Source: an optimization exercise on an open RTL-to-GDS flow (aim: small area). Production flows keep margins and buffers that such runs may drop. In this exercise RTL edits were held to simulation tests only and were not proved equivalent to the original. Power and IR drop assume default switching activity.

## rev 12
==> flow/design.v <==
module mfe_led7seg_74hc595_controller (
    clk,
    rst,
    seg,
    dig,
    sclk,
    rclk,
    dio
    );
input           clk;
input           rst;
input  [7 : 0]  seg;      
output [2 : 0]  dig;      
output          sclk;
output          rclk;
output          dio;
reg  [7 : 0] div;
reg  [5 : 0] slot;
reg          first;       
reg  [2 : 0] dig;
reg  [7 : 0] seg_reg;     
wire div0 = (div == 8'd0);
wire div1 = (div == 8'd1);
wire last = (slot == 6'd33);
always @(posedge clk) begin
    if (rst) begin
        div <= 8'd0;
    end
    else begin
        div <= div + 1'b1;
    end
end
always @(posedge clk) begin
    if (rst) begin
        slot <= 6'd0;
    end
    else if (div0) begin
        slot <= last ? 6'd0 : slot + 1'b1;
    end
end
always @(posedge clk) begin
    if (rst) begin
        first <= 1'b1;
    end
    else if (div0 & last) begin
        first <= 1'b0;
    end
end
always @(posedge clk) begin
    if (rst) begin
        dig <= 3'd0;
    end
    else if (div0 & (slot == 6'd32)) begin
        dig <= dig + 1'b1;
    end
end
always @(posedge clk) begin
    if (rst) begin
        seg_reg <= 8'd0;
    end
    else if (div0 & last) begin
        seg_reg <= seg;
    end
end
assign sclk = ((slot[0] == 1'b0) & (slot != 6'd0) & (slot <= 6'd32))
            | ((slot == 6'd0) & ~first & ~div1);
assign rclk = last | ((slot == 6'd0) & div1 & ~first);
wire [5 : 0] bslot = div1 ? slot - 1'b1 : slot;
wire [3 : 0] k     = bslot[4 : 1];
wire [2 : 0] b     = ~k[2 : 0];
wire         pbit  = ~first & (dig == b);
assign dio = ~bslot[5] & (k[3] ? pbit : seg_reg[b]);
endmodule
module mfe_led7seg_74hc595_controller_wrapper (
    clk,
    rst,
    dat,
    vld,
    sclk,
    rclk,
    dio
    );
input           clk;
input           rst;
input  [63 : 0] dat;
input           vld;
output          sclk;
output          rclk;
output          dio;
reg  [63 : 0] dat_reg;
always @(posedge clk) begin
    if (rst) begin
        dat_reg <= 64'd0;
    end
    else if (vld) begin
        dat_reg <= dat;
    end
end
wire [2 : 0] dig;
wire [7 : 0] seg = dat_reg[8 * dig +: 8];
mfe_led7seg_74hc595_controller led7seg_74hc595_ctrl (
    .clk  (clk),
    .rst  (rst),
    .seg  (seg),
    .dig  (dig),
    .sclk (sclk),
    .rclk (rclk),
    .dio  (dio)
    );
endmodule
make LEC_CHECK=0 CAP_MARGIN=20 CORE_MARGIN=2 CORE_UTILIZATION=40 SLEW_MARGIN=20 finish   # period 5.0 ns
run.sh (not shown) runs the stock make flow with config.mk's settings and CLKGATE_MAP_FILE= SYNTH_SCRIPT=/design/flow/synth_recipe.tcl, a recipe that flattens the netlist after the stock synthesis.
Every stage of the flow completed for rev 12, and the final layout passed the timing, design-rule and antenna checks.
Setup changes, rev 12 to rev 13
==> flow/flow/run.sh (new file) <==
#!/bin/bash
# Standard ORFS layout, with the port buffers made from the smallest buffer
# cell instead of the one buffer_ports picks by default.
set -euo pipefail
export BUFFER_PORTS_ARGS="-buffer_cell sky130_fd_sc_hd__buf_1"
bash standard.sh > standard.log 2>&1
==> flow/standard.sh (new file) <==
#!/bin/bash
# synth_recipe.tcl (not shown) runs the flow's synth.tcl, then flattens the netlist and writes it again
# the make line also repeats each setting of config.mk as NAME=value (left out here)
make -C /OpenROAD-flow-scripts/flow DESIGN_CONFIG=/design/flow/config.mk WORK_HOME=/design/flow/orfs CLKGATE_MAP_FILE= SYNTH_SCRIPT=/design/flow/synth_recipe.tcl "${@:-finish}"
removed: flow/run.sh
## What came out
- For rev 13 and rev 12, there was not a single run that failed to finish clean.
- Net count after synthesis of rev 12 is on par with rev 13.
- Synthesized area divided by synthesized cell count came out exactly the same in rev 13 and rev 12.
- When the final numbers for rev 13 and rev 12 were put side by side, the global placement routability congestion turned out to be greater in rev 13.
- Comparing rev 13 and rev 12, signed area change from the synthesized netlist to the final layout is higher on rev 12.
- Of the two values seen for critical path launch point, led7seg_74hc595_ctrl.div[0] was produced by rev 12 and led7seg_74hc595_ctrl.slot[1] by rev 13.

---

mfe_led7seg_74hc595_controller_wrapper, a different RTL version from the one above (not shown whole).
For scale: roughly 290 cells after synthesis, ~3500 um2 of cells after synthesis.
==> flow/config.mk <==
export PLATFORM = sky130hd
export DESIGN_NAME = mfe_led7seg_74hc595_controller_wrapper
export DESIGN_NICKNAME = mfe_led7seg_74hc595_controller_wrapper
export VERILOG_FILES = /design/flow/design.v
export SDC_FILE = /design/flow/constraint.sdc
export NUM_CORES = 4
export LEC_CHECK = 0
export CAP_MARGIN = 20
export CORE_MARGIN = 2
export CORE_UTILIZATION = 40
export SLEW_MARGIN = 20
export SYNTH_HIERARCHICAL = 1
==> flow/constraint.sdc <==
create_clock -name core_clock -period 5.0 [get_ports {clk}]
set_input_delay 1.0000 -clock core_clock [delete_from_list [all_inputs] [get_ports {clk}]]
set_output_delay 1.0000 -clock core_clock [all_outputs]
set_load 0.01 [all_outputs]
standard.sh (not shown) runs the stock make flow with config.mk's settings and CLKGATE_MAP_FILE= SYNTH_SCRIPT=/design/flow/synth_recipe.tcl, a recipe that flattens the netlist after the stock synthesis.
==> flow/flow/run.sh <==
#!/bin/bash
# Standard ORFS layout, with the port buffers made from the smallest buffer
# cell, and a clock tree of a few leaf clusters without dummy loads.
set -euo pipefail
export BUFFER_PORTS_ARGS="-buffer_cell sky130_fd_sc_hd__buf_1"
export RECOVER_POWER=100
export CTS_ARGS="-sink_clustering_enable -repair_clock_nets -dont_use_dummy_load -buf_list sky130_fd_sc_hd__clkbuf_8 -sink_clustering_size 30 -sink_clustering_max_diameter 200"
bash standard.sh > standard.log 2>&1
The baseline ran to the end with no violations.
Then changed:
--- a/flow/flow/run.sh
+++ b/flow/flow/run.sh
@@ -5,3 +5,2 @@
 export BUFFER_PORTS_ARGS="-buffer_cell sky130_fd_sc_hd__buf_1"
-export RECOVER_POWER=100
 export CTS_ARGS="-sink_clustering_enable -repair_clock_nets -dont_use_dummy_load -buf_list sky130_fd_sc_hd__clkbuf_8 -sink_clustering_size 30 -sink_clustering_max_diameter 200"
Effect:
- clock-buffer cell count is unchanged
- sequential share of layout area falls by 0.30 points
- synthesized cell count is unchanged
- power hardly moves
- die area is unchanged
- final area is higher by 0.65%
- worst setup slack is better by 0.55 ns
Then changed:
--- a/flow/flow/run.sh
+++ b/flow/flow/run.sh
@@ -5,2 +5,3 @@
 export BUFFER_PORTS_ARGS="-buffer_cell sky130_fd_sc_hd__buf_1"
+export RECOVER_POWER=100
 export CTS_ARGS="-sink_clustering_enable -repair_clock_nets -dont_use_dummy_load -buf_list sky130_fd_sc_hd__clkbuf_8 -sink_clustering_size 30 -sink_clustering_max_diameter 200"
CORE_UTILIZATION = 65   (was 40)
PLACE_DENSITY = 0.75   (was unset)
Effect:
- synthesized cell count is unchanged
- cell count came out lower by a little under a tenth
- first-iteration DRC count came out higher by well over a third
- critical path depth came out lower by 1
- worst setup slack is worse by 0.51 ns
- sequential cell count does not change
- die area came out lower by well over a third
- routed wire length came out lower by roughly a tenth

[separate check: timing with driven ports]
Ports are ideal in the flow. The routed layouts listed here were re-timed in OpenROAD.
Step 1 (the two cells are an assumption about what drives the block):
set clk [get_ports {clk}]
set_driving_cell -lib_cell sky130_fd_sc_hd__clkbuf_16 $clk
set_driving_cell -lib_cell sky130_fd_sc_hd__buf_2 [delete_from_list [all_inputs] $clk]
Step 2 times the ports against the registers' clock, not the clock port: input delays grow and output delays shrink by t, the midpoint of the rising clock arrivals with the driver on.
Slacks: ideal / step 1 / step 2; pairs: ideal / step 1.
run	shift t [ns]	setup WS [ns]	hold WS [ns]	worst setup path after step 2	latest minus earliest clock arrival (ns)
rev 12	0.372	0.856 / 0.823 / 1.195	0.494 / 0.494 / 0.494	register to output	0.008 / 0.008
rev 13	0.385	1.223 / 1.189 / 1.574	0.483 / 0.483 / 0.483	register to output	0.012 / 0.012
the first run of note 2	0.369	1.394 / 1.365 / 1.367	0.454 / 0.454 / 0.454	input to register	0.015 / 0.016
the second run of note 2	0.369	1.947 / 1.918 / 2.287	0.470 / 0.470 / 0.470	register to output	0.015 / 0.015
the third run of note 2	0.365	1.437 / 1.406 / 1.521	0.468 / 0.468 / 0.468	input to register	0.021 / 0.021
After both steps every run listed still meets setup and hold. For the first run of note 2, which loses most, drivers alone change the setup slack by -0.029 ns; drivers and shift together by -0.027 ns.
